Source: an optimization exercise on an open RTL-to-GDS flow (aim: small area, a short achievable clock period and few clock cycles per item). Production flows keep margins and buffers that such runs may drop. RTL that was checked went through simulation tests only; none was proved equivalent to the original. Only the layout flow was run in run 2; the RTL was not checked for function there. No activity file was given, so power comes from the tool's default toggle rates.

## design/flow/constraint.sdc

```tcl
create_clock -name core_clock -period 4.5 [get_ports {clk}]
set_input_delay 0.9000 -clock core_clock [delete_from_list [all_inputs] [get_ports {clk}]]
set_output_delay 0.9000 -clock core_clock [all_outputs]
set_load 0.01 [all_outputs]
```

## design/flow/design.v

```verilog
`timescale 1ns/1ps
module KES_cpu(clk, rst, mem_valid, mem_we, mem_addr, mem_wdata, mem_ready, mem_rdata);
input         clk, rst;
output        mem_valid, mem_we;
output [7:0]  mem_addr;
output [31:0] mem_wdata;
input         mem_ready;
input  [31:0] mem_rdata;
localparam F = 2'd0, A = 2'd1, B = 2'd2, W = 2'd3;
reg [1:0]  state;
reg [7:0]  PC, src1, src2, dest, jump;
reg [31:0] R;
assign mem_valid = 1'b1;
assign mem_we    = (state == W);
assign mem_addr  = (state == F) ? PC :
                   (state == A) ? src1 :
                   (state == B) ? src2 : dest;
assign mem_wdata = R;
always @(posedge clk)
begin
  if (rst)
  begin
    state <= F;
    PC    <= 8'd0;
  end
  else
  begin
    if (mem_ready)
      state <= state + 2'd1;
    if (mem_ready && state == W)
      PC <= R[31] ? jump : PC + 8'd1;
  end
  if (state == F)
  begin
    dest <= mem_rdata[31:24];
    src1 <= mem_rdata[23:16];
    src2 <= mem_rdata[15:8];
    jump <= mem_rdata[7:0];
  end
  if (state == A)
    R <= mem_rdata;
  else if (state == B && mem_ready)
    R <= R - mem_rdata;
end
endmodule
```

## design/flow/config.mk

```make
export PLATFORM = sky130hd
export DESIGN_NAME = KES_cpu
export DESIGN_NICKNAME = KES_cpu
export VERILOG_FILES = /design/flow/design.v
export SDC_FILE = /design/flow/constraint.sdc
export NUM_CORES = 4
export LEC_CHECK = 0
export CAP_MARGIN = 20
export CORE_MARGIN = 2
export CORE_UTILIZATION = 40
export SLEW_MARGIN = 20
```

## design/flow/run.sh

```bash
#!/bin/bash
# synth_recipe.tcl (not shown) runs the flow's synth.tcl, then flattens the netlist and writes it again
# the make line also repeats each setting of config.mk as NAME=value (left out here)
make -C /OpenROAD-flow-scripts/flow DESIGN_CONFIG=/design/flow/config.mk WORK_HOME=/design/flow/orfs CLKGATE_MAP_FILE= SYNTH_SCRIPT=/design/flow/synth_recipe.tcl finish
```

==> flow_summary.yaml, run 1 <==
critical_path:
  cpPeakStageDelay_ps: 440
  end_kind: "flop"
  cp.required_ps: 4560
  rrSetupSlack_ps: 1560
  crit_family: "compound AO/OA/AOI/OAI gates"
  cp_max_fo: 4
  slowest_stage: "clkdlybuf4s50_1"
  startpoint_type: "primary input"
  path_cells: "clkdlybuf4s50_1, ha_1, fa_1, nor2b_1, o2111ai_1, a211oi_1, o21ai_1, o211a_1, nor3_1, o21a_1, o31ai_1"
  worstPathBufferInverterCount: 1
  cp.arrival_ps: 3620
  critPathKind: "primary input to flop"
place:
  dpl.hpwl_um: 10200
  io_buffer_count: 75
  dp.cells: 774
  place.gp.congestion: 0.895
synthesis:
  yosysWarnings: 1
  synth-seq-cells: 74
  synth-edff-count: 64
  seq_area_frac_synth_pct: 42.6
  synth_area_leader_cell: "edfxtp_1"
  synth_ff_type: "edfxtp_1"
  synth-async-reset-ratio_pct: 0
  synthesis.area_mm2: 0.00498
  synthCells: 552
  synth_area_leaders: "edfxtp_1, ha_1, nand2_1, o21ai_0, a21oi_1"
  synth_top_area_share_pct: 38.6
  yosysUniqueCellTypes: 55
  synth_nets: 624
  post_synth.cell_area_avg_um2: 9.03
hold_path:
  min-delay-path-class: "flop to flop"
drt:
  routed_via_density: 5.28
  drt-wirelength-per-cell_um: 16.9
  postRouteAntennaNets: 0
  dr.first_iter.drc_count: 340
  wl_um: 13300
  first_pass_iters: 5
  vias: 4170
  drcViolationCount: 0
global_route:
  grt_pass1_vias: 4025
  antenna_found_initial: 0
  gr-total-overflow: 0
  grt_pass1_wl_um: 21000
  grt_max_degree: 44
  track_usage_pct: 20.8
pwr:
  p_int_uw: 1730
  seq_power_share_pct: 36.2
  clkPwrFrac_pct: 26.3
  ir_drop_v: 0.000200
  p_sw_uw: 894
  swShare_pct: 34.0
  power_uw: 2630
  p_comb_share_pct: 37.5
  power.density_mw_per_mm2: 427
  cellLeakagePower_uw: 0.00244
layout:
  final_cells: 790
  diodes: 0
  syn2layout_area_growth_pct: 23.6
  layout.nets: 689
  final_layout_size_suffix_gt1_share_pct: 4.98
  post-route-util_pct: 51.0
  final_cell_mix: "nand2_1, clkdlybuf4s50_1, edfxtp_1"
clocking:
  htree_levels: 3
  cts_buffers: 9
  worst_skew_pair.late_latency_ps: 340
  cts_setup_buffers: 0
  cts.sink_count: 74
  clk_pin_slew_ps: 60
  cts_root_buf: "clkbuf_16"
  cts_resized: 0
  holdBufCountCts: 0
  cts_tree: "done"
  cts_buffer_depth: 2
timing:
  fin_crit_ps: 3560
  timing.fmax_ghz: 0.281
  worstMarginPinSlew_ps: 804
  slew_violations: 0
  rsz0062_at_grt: "no"
  maxSlewHeadroom_pct: 46.4
  setup-tns-final_ps: 0
  finalSetupViolations: 0
  hold_viol: 0
  clock_skew_ps: 9.70
  finalCritPeriodShare_pct: 79.2
  hold_ws_ps: 510
job:
  max_cap_viol_count: 0
run_status:
  status: "no timing/DRC/antenna violations"
floorplan:
  dieArea_mm2: 0.0134
  rows: 40
  pin_count: 77
  chipHeight_um: 116
  start_util_pct: 41.3
  die_w_um: 116
  core_area_mm2: 0.0121
per-stage QoR:
| step | area, um2 | worst slack [ps] |
|---|---|---|
| global placement | 5880 | 716 |
| global route | 6160 | 836 |
| CTS | 6160 | 1040 |
| finish | 6160 | 937 |
| detailed placement | 5880 | 717 |
| floorplan | 4980 | 1480 |
power groups by stage:
stage	Sequential (uW)	Combinational [uW]	Clock (uW)
floorplan	967	636	0
global placement	962	981	0
detailed placement	965	987	0
CTS	952	992	707
global route	961	1100	735
finish	951	986	690
layer usage:
layer / track usage (%) / wire length [um] / part of all wire, % / vias up
met1: 27.3 / 6110 / 46 / 1911
met2: 33.1 / 6130 / 46 / 136
met4: 7.71 / 299 / 2.2 / 0
li1: - / - / - / 2103
met3: 5.49 / 778 / 5.8 / 20
met5: 0 / 0 / 0 / -
state kept, by name, summed over array words and instances, names as in the netlist:
signal  cells
jump        8
src2        8
state       2
PC          8
R          32
dest        8
src1        8
logic make-up after synthesis:
logic type,after synthesis,share of synthesized area [%]
xor gates and xnor gates,25,4.39
adders and majority gates,37,9.44
buffers and inverters,64,4.97
other,1,0.0753
AOI/OAI and AO/OA,167,20.9
DFF,74,42.6
and+or+nand+nor,172,15.2
muxes,12,2.41
synth_stat cells (2+ instances only):
cell type / n
nand2b_1: 3
o211ai_1: 2
mux2i_1: 12
clkbuf_1: 21
nand4_1: 5
and3_1: 6
dfxtp_1: 10
nor3_1: 10
o21a_1: 3
buf_2: 3
a21o_1: 16
ha_1: 36
edfxtp_1: 64
nand2_1: 75
o21ai_0: 49
or2_2: 2
a22oi_1: 3
nor2_1: 49
o31ai_1: 5
o21bai_1: 7
xor2_1: 11
o21ai_1: 8
inv_1: 38
and2_1: 2
xnor2_1: 14
a211oi_1: 6
a31oi_1: 7
nor2b_1: 2
a21oi_1: 47
or3_1: 2
nand3_1: 9
nor3b_1: 2
worst register-to-register path, stage by stage (launching register included):
cell	delay, ps
edfxtp_1	350
inv_1	50
ha_1	220
fa_1	410
nor2b_1	160
o2111ai_1	200
a211oi_1	370
o21ai_1	140
o211a_1	300
nor3_1	260
o21a_1	140
o31ai_1	60
worst paths after layout:
path	from	end	depth (start not counted)
hold reg to reg	PC[7]$_SDFFE_PP0P_	PC[7]$_SDFFE_PP0P_	2
setup / recovery	mem_rdata[0]	R[28]$_DFFE_PP_	11
setup reg to reg	R[0]$_DFFE_PP_	R[28]$_DFFE_PP_	11
hold / removal	PC[7]$_SDFFE_PP0P_	PC[7]$_SDFFE_PP0P_	2
final cells by class:
cell class	instances	area, um2
well taps	168	210
clock buffers	14	265
multi-input cells	414	2620
fillers	1132	5900
flip-flops and latches	74	2120
clock inverters	2	11.3
inverters	38	143
repair buffers	80	788
Testbench counts, summed over its fixed seeds: cycles 96,000, instructions 24,000.
==> inputs of run 2 (changes only) <==
--- a/design/flow/design.v
+++ b/design/flow/design.v
@@ -11,3 +11,7 @@
 reg [7:0]  PC, src1, src2, dest, jump;
-reg [31:0] R;
+reg [15:0] Rh, Rl;
+reg        bw;
+wire [16:0] dl = {1'b0, Rl} - {1'b0, mem_rdata[15:0]};
+wire [15:0] dh = Rh - mem_rdata[31:16];
+wire [15:0] Dh = Rh - {15'd0, bw};
 assign mem_valid = 1'b1;
@@ -17,3 +21,3 @@
                    (state == B) ? src2 : dest;
-assign mem_wdata = R;
+assign mem_wdata = {Dh, Rl};
 always @(posedge clk)
@@ -30,3 +34,3 @@
     if (mem_ready && state == W)
-      PC <= R[31] ? jump : PC + 8'd1;
+      PC <= Dh[15] ? jump : PC + 8'd1;
   end
@@ -40,5 +44,12 @@
   if (state == A)
-    R <= mem_rdata;
+  begin
+    Rh <= mem_rdata[31:16];
+    Rl <= mem_rdata[15:0];
+  end
   else if (state == B && mem_ready)
-    R <= R - mem_rdata;
+  begin
+    Rh <= dh;
+    Rl <= dl[15:0];
+    bw <= dl[16];
+  end
 end
==> run 2 against run 1 <==
Sequential share of layout area down 0.34 points. Total power shrank 4.6%. Global-route usage is 0.67 points lower. Worst setup slack got worse by 530 ps. Wire length decreased by 3.9%. Still clean. Largest power group is now registers. Final cell count decreased by 1.3%. Clock power fell by 3.0%. Die area is 2.7% higher. Synthesized area grew 2.8%. Flip-flop and latch count grew 1.
==> flow_summary.yaml, run 2 <==
run_status:
  status: "no timing/DRC/antenna violations"
synthesis:
  synthCells: 534
  post_synth.cell_area_avg_um2: 9.59
  synth_area_leaders: "edfxtp_1, ha_1, nand2_1, dfxtp_1, inv_1"
  synth-async-reset-ratio_pct: 0
  synthTopCellsByCount: "edfxtp_1, nand2_1, inv_1"
  synth_ff_type: "edfxtp_1"
  synthesis.area_mm2: 0.00512
  seq_area_frac_synth_pct: 42.0
  synth_top_area_share_pct: 38.1
  yosysMostFrequentCell: "edfxtp_1"
  synth-edff-count: 65
  synth_area_leader_cell: "edfxtp_1"
  synth_nets: 609
  synth-seq-cells: 75
  yosysWarnings: 1
  yosysUniqueCellTypes: 66
global_route:
  grt_pass1_wl_um: 20900
  grt_max_degree: 63
  track_usage_pct: 20.1
  gr-total-overflow: 0
  antenna_found_initial: 0
  grt_pass1_vias: 4024
pwr:
  p_sw_uw: 817
  swShare_pct: 32.6
  p_comb_share_pct: 35.1
  seq_power_share_pct: 38.2
  cellLeakagePower_uw: 0.00246
  ir_drop_v: 0.000192
  p_int_uw: 1690
  power.density_mw_per_mm2: 397
  power_uw: 2510
  clkPwrFrac_pct: 26.7
layout:
  diodes: 0
  layout.nets: 678
  final_cell_mix: "clkdlybuf4s50_1, edfxtp_1, nand2_1"
  top_regs: "Rh (16), Rl (16)"
  final_cells: 780
  final_common_cell: "clkdlybuf4s50_1"
  final_layout_size_suffix_gt1_share_pct: 5.26
  syn2layout_area_growth_pct: 23.1
critical_path:
  rrSetupSlack_ps: 1660
  cp.required_ps: 3600
  cp_max_fo: 9
  critPathKind: "flop to primary output"
  r2r-start: "state[1]$_SDFFE_PP0P_"
  worstRegToRegCells: 6
  startpoint_type: "flop"
  reg2reg_to: "Rh[12]$_DFFE_PP_"
  cp.arrival_ps: 3200
  end_kind: "primary output"
drt:
  wl_um: 12800
  dr.first_iter.drc_count: 266
  drcViolationCount: 0
  first_pass_iters: 5
  drt-wirelength-per-cell_um: 16.4
  vias: 4182
  postRouteAntennaNets: 0
  routed_via_density: 5.36
clocking:
  cts_buffer_depth: 2
  cts_buffers: 9
  clk_pin_slew_ps: 60
  cts_tree: "done"
  htree_levels: 3
  holdBufCountCts: 0
  cts_root_buf: "clkbuf_16"
  worst_skew_pair.late_latency_ps: 340
  cts_setup_buffers: 0
  cts_resized: 0
  cts.sink_count: 75
timing:
  clock_skew_ps: 8.45
  setup-tns-final_ps: 0
  hold_viol: 0
  fin_crit_ps: 4100
  rsz0062_at_grt: "no"
  finalCritPeriodShare_pct: 91.0
  worstMarginPinSlew_ps: 728
  timing.fmax_ghz: 0.244
  finalSetupViolations: 0
  maxSlewHeadroom_pct: 51.5
  slew_violations: 0
place:
  dpl.hpwl_um: 9580
  io_buffer_count: 75
  place.gp.congestion: 0.873
  dp.cells: 764
floorplan:
  core_area_mm2: 0.0126
  chipHeight_um: 117
  dieArea_mm2: 0.0137
  start_util_pct: 40.7
  die_w_um: 117
  pin_count: 77
  rows: 41
job:
  max_cap_viol_count: 0
hold_path:
  holdPathStages: 2
  min-delay-path-class: "flop to flop"
  min_from: "PC[4]$_SDFFE_PP0P_"
  hold_end: "PC[4]$_SDFFE_PP0P_"
[run 2: cell types whose count changed after synthesis, sizes merged, moves of 5 or more]
cell | previous run | this run
o21a | 3 | 10
o21bai | 7 | 2
nand2 | 76 | 55
a211oi | 6 | 12
a21oi | 48 | 33
a21o | 16 | 8
nor4 | 1 | 7
inv | 38 | 47
o21ai | 57 | 39
clkbuf | 21 | 13
nor2 | 49 | 36
[run 2: cell families after synthesis]
kind of cell               Yosys count  synth area share, %
DFF                                 75                 42.0
and+or+nand+nor                    166                 16.2
adders and majority gates           40                 10.1
xor gates and xnor gates            22                 3.76
muxes                               17                 3.35
buffers and inverters               68                 5.69
AOI/OAI and AO/OA                  145                 18.8
other                                1               0.0732
[run 2: worst max-delay path, cell delays in order, from the launching register on]
cell and delay (ps):
edfxtp_1 470, or4_4 580, or4_4 540, or3_4 420, and2_4 240, clkinv_8 70
clkdlybuf4s50_1 530
[run 2: final cells by class]
type | instances | area [um2]
Clock inverter | 2 | 11.3
Sequential cell | 75 | 2150
Inverter | 48 | 193
Tap cell | 172 | 215
Multi-Input combinational cell | 391 | 2680
Timing Repair Buffer | 78 | 798
Fill cell | 1178 | 6260
Clock buffer | 14 | 254
[run 2: worst max-delay path by stage]
stage | startpoint | endpoint | slack [ps]
after detailed placement | Rh[5]$_DFFE_PP_ | mem_wdata[31] | 750
after global placement | Rh[5]$_DFFE_PP_ | mem_wdata[31] | 780
after floorplan | Rh[5]$_DFFE_PP_ | mem_wdata[31] | 1310
after global routing | Rh[5]$_DFFE_PP_ | mem_wdata[31] | 320
final | Rh[5]$_DFFE_PP_ | mem_wdata[31] | 400
after CTS | Rh[5]$_DFFE_PP_ | mem_wdata[31] | 380
[run 2: per-stage QoR]
stage	cell area [um2]	hold slack, ps	setup WS, ps	utilization (%)
3_3_place_gp	6040	532	775	48.1
4_1_cts	6310	552	380	50.2
5_1_grt	6310	593	321	50.2
6_report	6310	554	404	50.2
2_1_floorplan	5120	502	1310	-
3_5_place_dp	6040	545	752	48.1
[run 2: power groups by stage]
stage                     clock [uW]  combinational, uW  sequential [uW]
final                            669                879              958
after global routing             715                991              970
after CTS                        683                883              960
after detailed placement           0                875              972
after global placement             0                861              972
after floorplan                    0                573              962
[run 2: per-layer routing]
metal | GRT usage [%] | share of wire (%) | up-vias
met5 | 0 | 0 | -
met4 | 7.53 | 2.1 | 0
met3 | 3.14 | 5.1 | 19
met2 | 31.3 | 45 | 122
met1 | 28.4 | 48 | 1928
li1 | - | - | 2113

-- re-timing with driven ports --
The flow's constraints put no driver on any port. The routed layouts listed below were extracted and timed again, unchanged, in two steps. Step 1, drivers: a clkbuf_16 drives clk and a buf_2 each remaining input, both assumed. Step 2 moves the port delays by t, midway between the first and last clock arrival at a register: inputs arrive t later, outputs are due t later. That takes back most of the time a late clock gives input paths. Slacks: no drivers / after step 1 / after step 2; pairs: no drivers / after step 1.
run | t, ns | slack for setup (ns) | hold WS [ns] | worst setup path after step 2 | pins driven straight from the clock port
run 1 | 0.376 | 0.937 / 0.948 / 0.572 | 0.510 / 0.510 / 0.510 | input to register | 1
run 2 | 0.371 | 0.404 / 0.367 / 0.739 | 0.554 / 0.554 / 0.554 | register to output | 1
After both steps every run listed still meets setup and hold. For run 1, which loses most, drivers alone change the setup slack by +0.011 ns; drivers and shift together by -0.365 ns.
